This is an optimization exercise on Yosys and OpenROAD, whose aim is small area, not a production implementation.
The RTL was checked by simulation tests, not by an equivalence proof against the original design.
No driver is modelled on the clock port, so clock power and skew are understated where the tree is cut down; a real chip needs a root buffer or a tree.
No activity file was given, so power comes from the tool's default toggle rates.

==> inputs of job 5816 <==
==> flow/design.v <==
module clock_div (
	input clk, reset,
	output reg [8:0] n
);
always @(posedge clk)
	if (reset)
		n <= 9'h1ff;
	else
		n <= n + 9'd1;
endmodule
module i2s_decode
	#(parameter RESOLUTION = 24)
(
	input clk,
	input [8:0] n,
	input data_in,
	input [RESOLUTION-1:0] word_L, word_R,
	output reg [RESOLUTION-1:0] data_out_L, data_out_R,
	output top
);
reg [RESOLUTION-1:0] sr;
wire [4:0] q = n[7:3];
wire shift = (n[2:0] == 3'd7) && (q >= 5'd1) && (q <= 5'd24);
wire take = (n[7:0] == 8'd7);
always @(posedge clk) begin
	if (take)
		sr <= n[8] ? word_L : word_R;
	else if (shift)
		sr <= {sr[RESOLUTION-2:0], data_in};
	if (take & ~n[8])
		data_out_L <= sr;
	if (take & n[8])
		data_out_R <= sr;
end
assign top = sr[RESOLUTION-1];
endmodule
module i2s_encode
(
	input clk,
	input [8:0] n,
	input top,
	output reg data_out
);
wire [4:0] q = n[7:3];
always @(posedge clk)
	if ((n[2:0] == 3'd3) && (q >= 5'd1) && (q <= 5'd24))
		data_out <= top;
endmodule
module clipping
	#(parameter RESOLUTION = 24, SHIFT = 6)
(
	input enable,
	input [RESOLUTION-1:0] data_in,
	output [RESOLUTION-1:0] data_out
);
assign data_out = enable ? (data_in << SHIFT) : data_in;
endmodule
module echo
	#(parameter W = 44, DEPTH = 128)
(
	input clk, reset, step, enable,
	input [7:0] n,
	input [W-1:0] push,
	output [W-1:0] delayed,
	output acc
);
reg [W*DEPTH-1:0] ring;
reg [6:0] ptr;
reg pending;
wire window = n[7] ^ (n[6:3] != 4'd0);	 
assign acc = pending & window & (n[6:0] == ptr);
assign delayed = ring[W*DEPTH-1 -: W];
always @(posedge clk) begin
	ring <= {ring[W*(DEPTH-1)-1:0], acc ? push : delayed};
	if (reset) begin
		pending <= 1'b0;
		ptr <= 7'd0;
	end else begin
		if (step)
			pending <= enable;
		else if (acc)
			pending <= 1'b0;
		ptr <= ptr + {6'd0, acc};
	end
end
endmodule
module effects
	#(parameter RESOLUTION = 24, BW = 22)
(
	input clk, ce_step, ce_flag, ce_load, own, acc, sw0,
	input [RESOLUTION-1:0] data_in,
	input [BW-1:0] delayed,
	output [BW-1:0] push,
	output reg [RESOLUTION-1:0] data_out
);
reg [BW-1:0] c;
reg flag;
wire [RESOLUTION-1:0] clip;
wire [RESOLUTION-1:0] base = ce_load ? clip : data_out;
clipping #(.RESOLUTION(RESOLUTION), .SHIFT(6)) clp (.enable(ce_step ? sw0 : flag), .data_in(data_in), .data_out(clip));
always @(posedge clk) begin
	if (ce_step)
		c <= clip[BW-1:0];
	if (ce_flag)
		flag <= sw0;
	data_out <= base + ((acc & own) ? {delayed, 2'b00} : {RESOLUTION{1'b0}});
end
assign push = own ? data_out[BW-1:0] : c;
endmodule
module audio_top
	#(parameter RESOLUTION = 24, ECHO_DEPTH = 128)
(
	input MCLK,
	input reset,
	input GPIO3,
	input [9:0] SW,
	output GPIO1, GPIO2, GPIO4,
	output [9:0] LEDR
	);
localparam BW = 22;	 
wire [8:0] n;
wire [RESOLUTION-1:0] data_L_in, data_R_in, effects_L_out, effects_R_out;
wire [BW-1:0] push_L, push_R, delayed_L, delayed_R;
wire acc, top;
clock_div clk0 (.clk(MCLK), .reset(reset), .n(n));
assign GPIO2 = ~n[2];	 
assign GPIO1 = ~n[8];	 
wire step = n[7:0] == 8'hff;
wire s0 = step & n[8];
wire s32 = step & ~n[8];
wire p1 = n == 9'd7;
wire p33 = n == 9'd263;
i2s_decode #(.RESOLUTION(RESOLUTION)) dec (.clk(MCLK), .n(n), .data_in(GPIO3),
	.word_L(effects_L_out), .word_R(effects_R_out),
	.data_out_L(data_L_in), .data_out_R(data_R_in), .top(top));
effects #(.RESOLUTION(RESOLUTION), .BW(BW)) eL1 (.clk(MCLK), .ce_step(s32), .ce_flag(s0), .ce_load(p33), .own(n[8]),
	.acc(acc), .sw0(SW[0]), .data_in(data_R_in), .delayed(delayed_L), .push(push_L), .data_out(effects_L_out));
effects #(.RESOLUTION(RESOLUTION), .BW(BW)) eR1 (.clk(MCLK), .ce_step(s0), .ce_flag(s32), .ce_load(p1), .own(~n[8]),
	.acc(acc), .sw0(SW[0]), .data_in(data_L_in), .delayed(delayed_R), .push(push_R), .data_out(effects_R_out));
echo #(.W(2*BW), .DEPTH(ECHO_DEPTH)) dl (.clk(MCLK), .reset(reset), .step(step), .enable(SW[1]), .n(n[7:0]),
	.push({push_L, push_R}), .delayed({delayed_L, delayed_R}), .acc(acc));
i2s_encode enc (.clk(MCLK), .n(n), .top(top), .data_out(GPIO4));
assign LEDR[9:1] = data_L_in[RESOLUTION-2:RESOLUTION-10];
assign LEDR[0] = data_L_in[0];
endmodule
==> flow/flow/run.sh <==
#!/bin/bash
# Own layout flow: the standard flow with three changes.
# 1. Synthesis: the standard flow's synthesis script unchanged, except that the final ABC
#    technology mapping uses flow/abc_area.script (area-oriented amap) and the
#    adders are not pre-mapped to half/full-adder cells (ADDER_MAP_FILE empty),
#    so ABC maps them too. Registers are untouched by either.
# 2. Port buffers are buf_1.
# 3. Clock tree: TritonCTS without dummy loads, clkbuf_4 leaf clusters, then
#    flow/leafsize.tcl gives each leaf clock buffer the smallest size that
#    keeps the slew at its flip-flop clock pins at or below LEAF_SLEW_TARGET.
set -euo pipefail
here=$(pwd)
{
  echo 'proc abc {args} {'
  echo '  set i [lsearch -exact $args -script]'
  echo "  if {\$i >= 0} { lset args [expr {\$i + 1}] $here/flow/abc_area.script }"
  echo '  yosys abc {*}$args'
  echo '}'
  cat synth_recipe.tcl
} > synth_area.tcl
make -C "$FLOW_HOME" DESIGN_CONFIG="$here/config.mk" WORK_HOME="$here/orfs" CLKGATE_MAP_FILE= ADDER_MAP_FILE= SYNTH_SCRIPT="$here/synth_area.tcl" synth > synth.log 2>&1
export BUFFER_PORTS_ARGS="-buffer_cell sky130_fd_sc_hd__buf_1"
export CTS_ARGS="-sink_clustering_enable -repair_clock_nets -dont_use_dummy_load -buf_list sky130_fd_sc_hd__clkbuf_4 -sink_clustering_size 12 -sink_clustering_max_diameter 40"
export POST_CTS_TCL="$here/flow/leafsize.tcl"
export LEAF_SLEW_TARGET=0.128
bash standard.sh > standard.log 2>&1
==> flow/flow/abc_area.script <==
strash
dc2
dch -f
amap
topo
==> flow/flow/leafsize.tcl <==
# Resize each leaf clock buffer (one that drives flip-flop clock pins) to the
# smallest clkbuf that keeps the slew at its flip-flop clock pins at or below
# LEAF_SLEW_TARGET (ns), then legalise the placement again.
proc leaf_worst_slew {pins} {
  set w 0.0
  foreach p $pins {
    foreach a {min max} { foreach e {rise fall} {
      set s [get_property $p slew_${a}_$e]
      if {$s > $w} { set w $s }
    }}
  }
  return $w
}
set target $::env(LEAF_SLEW_TARGET)
set sizes {sky130_fd_sc_hd__clkbuf_2 sky130_fd_sc_hd__clkbuf_4 sky130_fd_sc_hd__clkbuf_8 sky130_fd_sc_hd__clkbuf_16}
estimate_parasitics -placement
set nleaf 0
set changed 0
foreach inst [[ord::get_db_block] getInsts] {
  set m [[$inst getMaster] getName]
  if {![string match sky130_fd_sc_hd__clkbuf_* $m]} continue
  set onet [[$inst findITerm X] getNet]
  if {$onet eq "NULL"} continue
  set pins {}
  set leaf 1
  foreach it [$onet getITerms] {
    if {![$it isInputSignal] && ![$it isClocked]} { if {[$it getInst] eq $inst} continue }
    if {[$it getInst] eq $inst} continue
    set mt [$it getMTerm]
    if {[$mt getName] ne "CLK"} { set leaf 0; break }
    lappend pins [get_pins [[$it getInst] getName]/CLK]
  }
  if {!$leaf || [llength $pins] == 0} continue
  incr nleaf
  set name [$inst getName]
  set chosen $m
  foreach sz $sizes {
    replace_cell [get_cells $name] $sz
    if {[leaf_worst_slew $pins] <= $target} { set chosen $sz; break }
    set chosen $sz
  }
  if {$chosen ne $m} { incr changed }
}
puts "leafsize: $nleaf leaf buffers, $changed resized"
detailed_placement
check_placement -verbose
==> flow/standard.sh <==
#!/bin/bash
# synth_recipe.tcl (not shown) runs the flow's synth.tcl, then flattens the netlist and writes it again
# the make line also repeats each setting of config.mk as NAME=value (left out here)
make -C /OpenROAD-flow-scripts/flow DESIGN_CONFIG=/design/flow/config.mk WORK_HOME=/design/flow/orfs CLKGATE_MAP_FILE= SYNTH_SCRIPT=/design/flow/synth_recipe.tcl "${@:-finish}"
==> flow/config.mk <==
export PLATFORM = sky130hd
export DESIGN_NAME = audio_top
export DESIGN_NICKNAME = audio_top
export VERILOG_FILES = /design/flow/design.v
export SDC_FILE = /design/flow/constraint.sdc
export NUM_CORES = 8
export LEC_CHECK = 0
export CAP_MARGIN = 20
export CORE_MARGIN = 2
export CORE_UTILIZATION = 40
export SLEW_MARGIN = 20
==> flow/constraint.sdc <==
create_clock -name core_clock -period 40.0 [get_ports {MCLK}]
set_input_delay 8.0000 -clock core_clock [delete_from_list [all_inputs] [get_ports {MCLK}]]
set_output_delay 8.0000 -clock core_clock [all_outputs]
set_load 0.01 [all_outputs]
==> job 7289 (differences from job 5816) <==
==> flow/flow/run.sh (replaced) <==
#!/bin/bash
# The standard layout, with the clock tree built without dummy loads
# (TritonCTS's skew-balancing load cells) and with larger sink clusters.
set -euo pipefail
export CTS_ARGS="-sink_clustering_enable -repair_clock_nets -dont_use_dummy_load -sink_clustering_size 30 -sink_clustering_max_diameter 80"
bash standard.sh > standard.log 2>&1
--- a/flow/config.mk
+++ b/flow/config.mk
@@ -9,3 +9,4 @@
 export CORE_MARGIN = 2
-export CORE_UTILIZATION = 40
+export CORE_UTILIZATION = 60
+export PLACE_DENSITY = 0.7
 export SLEW_MARGIN = 20
removed: flow/flow/abc_area.script
removed: flow/flow/leafsize.tcl
==> notes <==
- Final area: job 7289 is larger than job 5816 (0.47%).
- Between job 7289 and job 5816, the lower core utilization is in job 5816 (gap 21 points).
- Between job 7289 and job 5816, the lower count of clock-buffer cells in the layout is in job 7289 (gap 384).
- In job 7289 the routed wire length is smaller than in job 5816, by 0.89%.
==> figures <==
| metric | job 7289 | job 5816 |
|---|---|---|
| Cell count after placement | 9,267 | 10,623 |
| Average detailed-routed wire length per instance | 15.4 microns | 13.2 microns |
| Status | complete, no violations | complete, no violations |
| Xor/xnor cell area share of the yosys netlist | 0.370% | 0.0503% |
| Synth Area in Simple Gates | 1.09% | 1.66% |
| First-pass GRT wire length | 234,000 microns | 242,000 microns |
| Post-synthesis cell type count | 56 | 37 |
| Internal Power | 6.85 mW | 6.50 mW |
| Maximum net fanout on the critical path | 16 | 31 |
| Cell type of the slowest stage on the worst timing path | sky130_fd_sc_hd__mux2i_2 | sky130_fd_sc_hd__buf_4 |

---

==> job 6580 <==
// audio_top: RTL as listed in full above, without the edits since
clock: 40.0 ns
lec_check: 0
cap_margin: 20
core_margin: 2
core_utilization: 40
slew_margin: 20
standard.sh (not shown) runs the stock make flow with config.mk's settings and CLKGATE_MAP_FILE= SYNTH_SCRIPT=/design/flow/synth_recipe.tcl, a recipe that flattens the netlist after the stock synthesis.
==> flow/flow/run.sh <==
#!/bin/bash
# Own layout flow: the standard flow with three changes.
# 1. Synthesis: the standard flow's synthesis script unchanged, except that the final ABC
#    technology mapping uses flow/abc_area.script (area-oriented amap) and the
#    adders are not pre-mapped to half/full-adder cells (ADDER_MAP_FILE empty),
#    so ABC maps them too. Registers are untouched by either.
# 2. Port buffers are buf_1.
# 3. Clock tree: TritonCTS without dummy loads, clkbuf_4 leaf clusters, then
#    flow/leafsize.tcl gives each leaf clock buffer the smallest size that
#    keeps the slew at its flip-flop clock pins at or below LEAF_SLEW_TARGET.
set -euo pipefail
here=$(pwd)
{
  echo 'proc abc {args} {'
  echo '  set i [lsearch -exact $args -script]'
  echo "  if {\$i >= 0} { lset args [expr {\$i + 1}] $here/flow/abc_area.script }"
  echo '  yosys abc {*}$args'
  echo '}'
  cat synth_recipe.tcl
} > synth_area.tcl
make -C "$FLOW_HOME" DESIGN_CONFIG="$here/config.mk" WORK_HOME="$here/orfs" CLKGATE_MAP_FILE= ADDER_MAP_FILE= SYNTH_SCRIPT="$here/synth_area.tcl" synth > synth.log 2>&1
export BUFFER_PORTS_ARGS="-buffer_cell sky130_fd_sc_hd__buf_1"
export CTS_ARGS="-sink_clustering_enable -repair_clock_nets -dont_use_dummy_load -buf_list sky130_fd_sc_hd__clkbuf_4 -sink_clustering_size 12 -sink_clustering_max_diameter 40"
export POST_CTS_TCL="$here/flow/post_cts.tcl"
export DISSOLVE_MAX_SINKS=10 DISSOLVE_RADIUS_UM=70
export LEAF_SLEW_TARGET=0.124
bash standard.sh > standard.log 2>&1
==> flow/flow/dissolve.tcl <==
# Dissolve small leaf clock clusters: move each sink of a leaf buffer with few
# sinks to the nearest other leaf whose flip-flop clock-pin slew stays at or
# below LEAF_SLEW_TARGET, and delete the emptied buffer.
proc pin_worst_slew {pins} {
  set w 0.0
  foreach p $pins {
    foreach a {min max} { foreach e {rise fall} {
      set s [get_property $p slew_${a}_$e]
      if {$s > $w} { set w $s }
    }}
  }
  return $w
}
proc leaf_sinks {net inst} {
  set r {}
  foreach it [$net getITerms] {
    if {[$it getInst] eq $inst} continue
    lappend r $it
  }
  return $r
}
proc iterm_pin {it} { return [get_pins [[$it getInst] getName]/[[$it getMTerm] getName]] }
proc iterm_xy {it} { set b [[$it getInst] getBBox]; return [list [expr {([$b xMin]+[$b xMax])/2}] [expr {([$b yMin]+[$b yMax])/2}]] }

set target $::env(LEAF_SLEW_TARGET)
set maxsinks $::env(DISSOLVE_MAX_SINKS)
set radius [expr {$::env(DISSOLVE_RADIUS_UM) * [[ord::get_db_block] getDbUnitsPerMicron]}]
set block [ord::get_db_block]
estimate_parasitics -placement

# leaves: buffers whose output drives only flip-flop clock pins
set leaves {}
foreach inst [$block getInsts] {
  set m [[$inst getMaster] getName]
  if {![regexp {__clkbuf_[0-9]+$} $m]} continue
  set net [[$inst findITerm X] getNet]
  if {$net eq "NULL"} continue
  set ok 1; set n 0
  foreach it [leaf_sinks $net $inst] {
    if {[[$it getMTerm] getName] ne "CLK"} { set ok 0; break }
    incr n
  }
  if {$ok && $n > 0} { lappend leaves [list $n $inst] }
}
set leaves [lsort -integer -index 0 $leaves]
set alive [dict create]
foreach l $leaves { dict set alive [[lindex $l 1] getName] 1 }
set dissolved 0
foreach l $leaves {
  lassign $l n inst
  if {$n > $maxsinks} break
  set name [$inst getName]
  set net [[$inst findITerm X] getNet]
  set sinks [leaf_sinks $net $inst]
  set moved {}
  set fail 0
  foreach it $sinks {
    lassign [iterm_xy $it] sx sy
    # candidate leaves by distance from the sink to the leaf buffer
    set cands {}
    dict for {oname a} $alive {
      if {!$a || $oname eq $name} continue
      set oi [$block findInst $oname]
      set ob [$oi getBBox]
      set d [expr {abs(([$ob xMin]+[$ob xMax])/2 - $sx) + abs(([$ob yMin]+[$ob yMax])/2 - $sy)}]
      if {$d <= $radius} { lappend cands [list $d $oi] }
    }
    set placed 0
    foreach c [lsort -integer -index 0 $cands] {
      set oi [lindex $c 1]
      set onet [[$oi findITerm X] getNet]
      $it disconnect
      $it connect $onet
      estimate_parasitics -placement
      set pins {}
      foreach s [leaf_sinks $onet $oi] { lappend pins [iterm_pin $s] }
      if {[pin_worst_slew $pins] <= $target} { set placed 1; lappend moved [list $it $net]; break }
      $it disconnect
      $it connect $net
    }
    if {!$placed} { set fail 1; break }
  }
  if {$fail} {
    foreach mv $moved { lassign $mv it onet; $it disconnect; $it connect $onet }
    estimate_parasitics -placement
    continue
  }
  # all sinks moved: remove the buffer and its net
  dict set alive $name 0
  odb::dbInst_destroy $inst
  odb::dbNet_destroy $net
  incr dissolved
}
estimate_parasitics -placement
puts "dissolve: $dissolved leaf buffers removed"
==> flow/flow/post_cts.tcl <==
source [file dirname [info script]]/dissolve.tcl
source [file dirname [info script]]/leafsize.tcl
Other scripts of this flow, unchanged in this note and not shown: flow/flow/abc_area.script, flow/flow/leafsize.tcl
==> job 7170: changes against job 6580 <==
--- a/flow/flow/run.sh
+++ b/flow/flow/run.sh
@@ -22,6 +22,5 @@
 export BUFFER_PORTS_ARGS="-buffer_cell sky130_fd_sc_hd__buf_1"
 export CTS_ARGS="-sink_clustering_enable -repair_clock_nets -dont_use_dummy_load -buf_list sky130_fd_sc_hd__clkbuf_4 -sink_clustering_size 12 -sink_clustering_max_diameter 40"
-export POST_CTS_TCL="$here/flow/post_cts.tcl"
-export DISSOLVE_MAX_SINKS=10 DISSOLVE_RADIUS_UM=70
+export POST_CTS_TCL="$here/flow/leafsize.tcl"
 export LEAF_SLEW_TARGET=0.124
 bash standard.sh > standard.log 2>&1
--- a/flow/config.mk
+++ b/flow/config.mk
@@ -9,3 +9,4 @@
 export CORE_MARGIN = 2
 export CORE_UTILIZATION = 40
+export GPL_ROUTABILITY_DRIVEN = 0
 export SLEW_MARGIN = 20
removed: flow/flow/dissolve.tcl
removed: flow/flow/post_cts.tcl
==> comparison <==
- Job 7170 finished with timing, DRC and antenna clean. Job 6580 produced a clean layout.
- Against job 7170, the first-iteration DRC count of job 6580 is lower by about 40%.
- Critical path depth: job 6580 is lower than job 7170 (1).
- Total power is about the same in job 6580 and job 7170.
- In utilization, job 7170 and job 6580 hardly differ.
- Routed wire length: job 7170 is smaller than job 6580 (10%).
- Sequential share of layout area is about the same in job 7170 and job 6580.

[separate check: timing with driven ports]
No port has a modelled driver above. Below, the same layouts with a new extraction and two added sets of constraints.
Step 1, drivers: a clkbuf_16 drives MCLK and a buf_2 each remaining input, both assumed.
Step 2 adds t to the input delays and takes it off the output delays; t is the mean of the earliest and latest rising clock arrival at the registers after step 1. Input paths then give back, and output paths get back, about the clock's delay inside the block.
a / b / c = ideal ports / drivers / drivers and shift; a / b = the first two.
run | t (ns) | slack for setup (ns) | cell pins on the clock port's net
job 5816 | 1.415 | 27.856 / 27.830 / 26.415 | 1
job 7289 | 0.893 | 28.180 / 28.241 / 27.348 | 1
job 6580 | 1.427 | 27.766 / 27.739 / 26.312 | 1
job 7170 | 1.259 | 27.733 / 27.705 / 26.446 | 1
After both steps every run listed still meets setup and hold. The setup slack of job 6580, which loses most, moves by -0.027 ns with the drivers and by -1.454 ns with both steps.
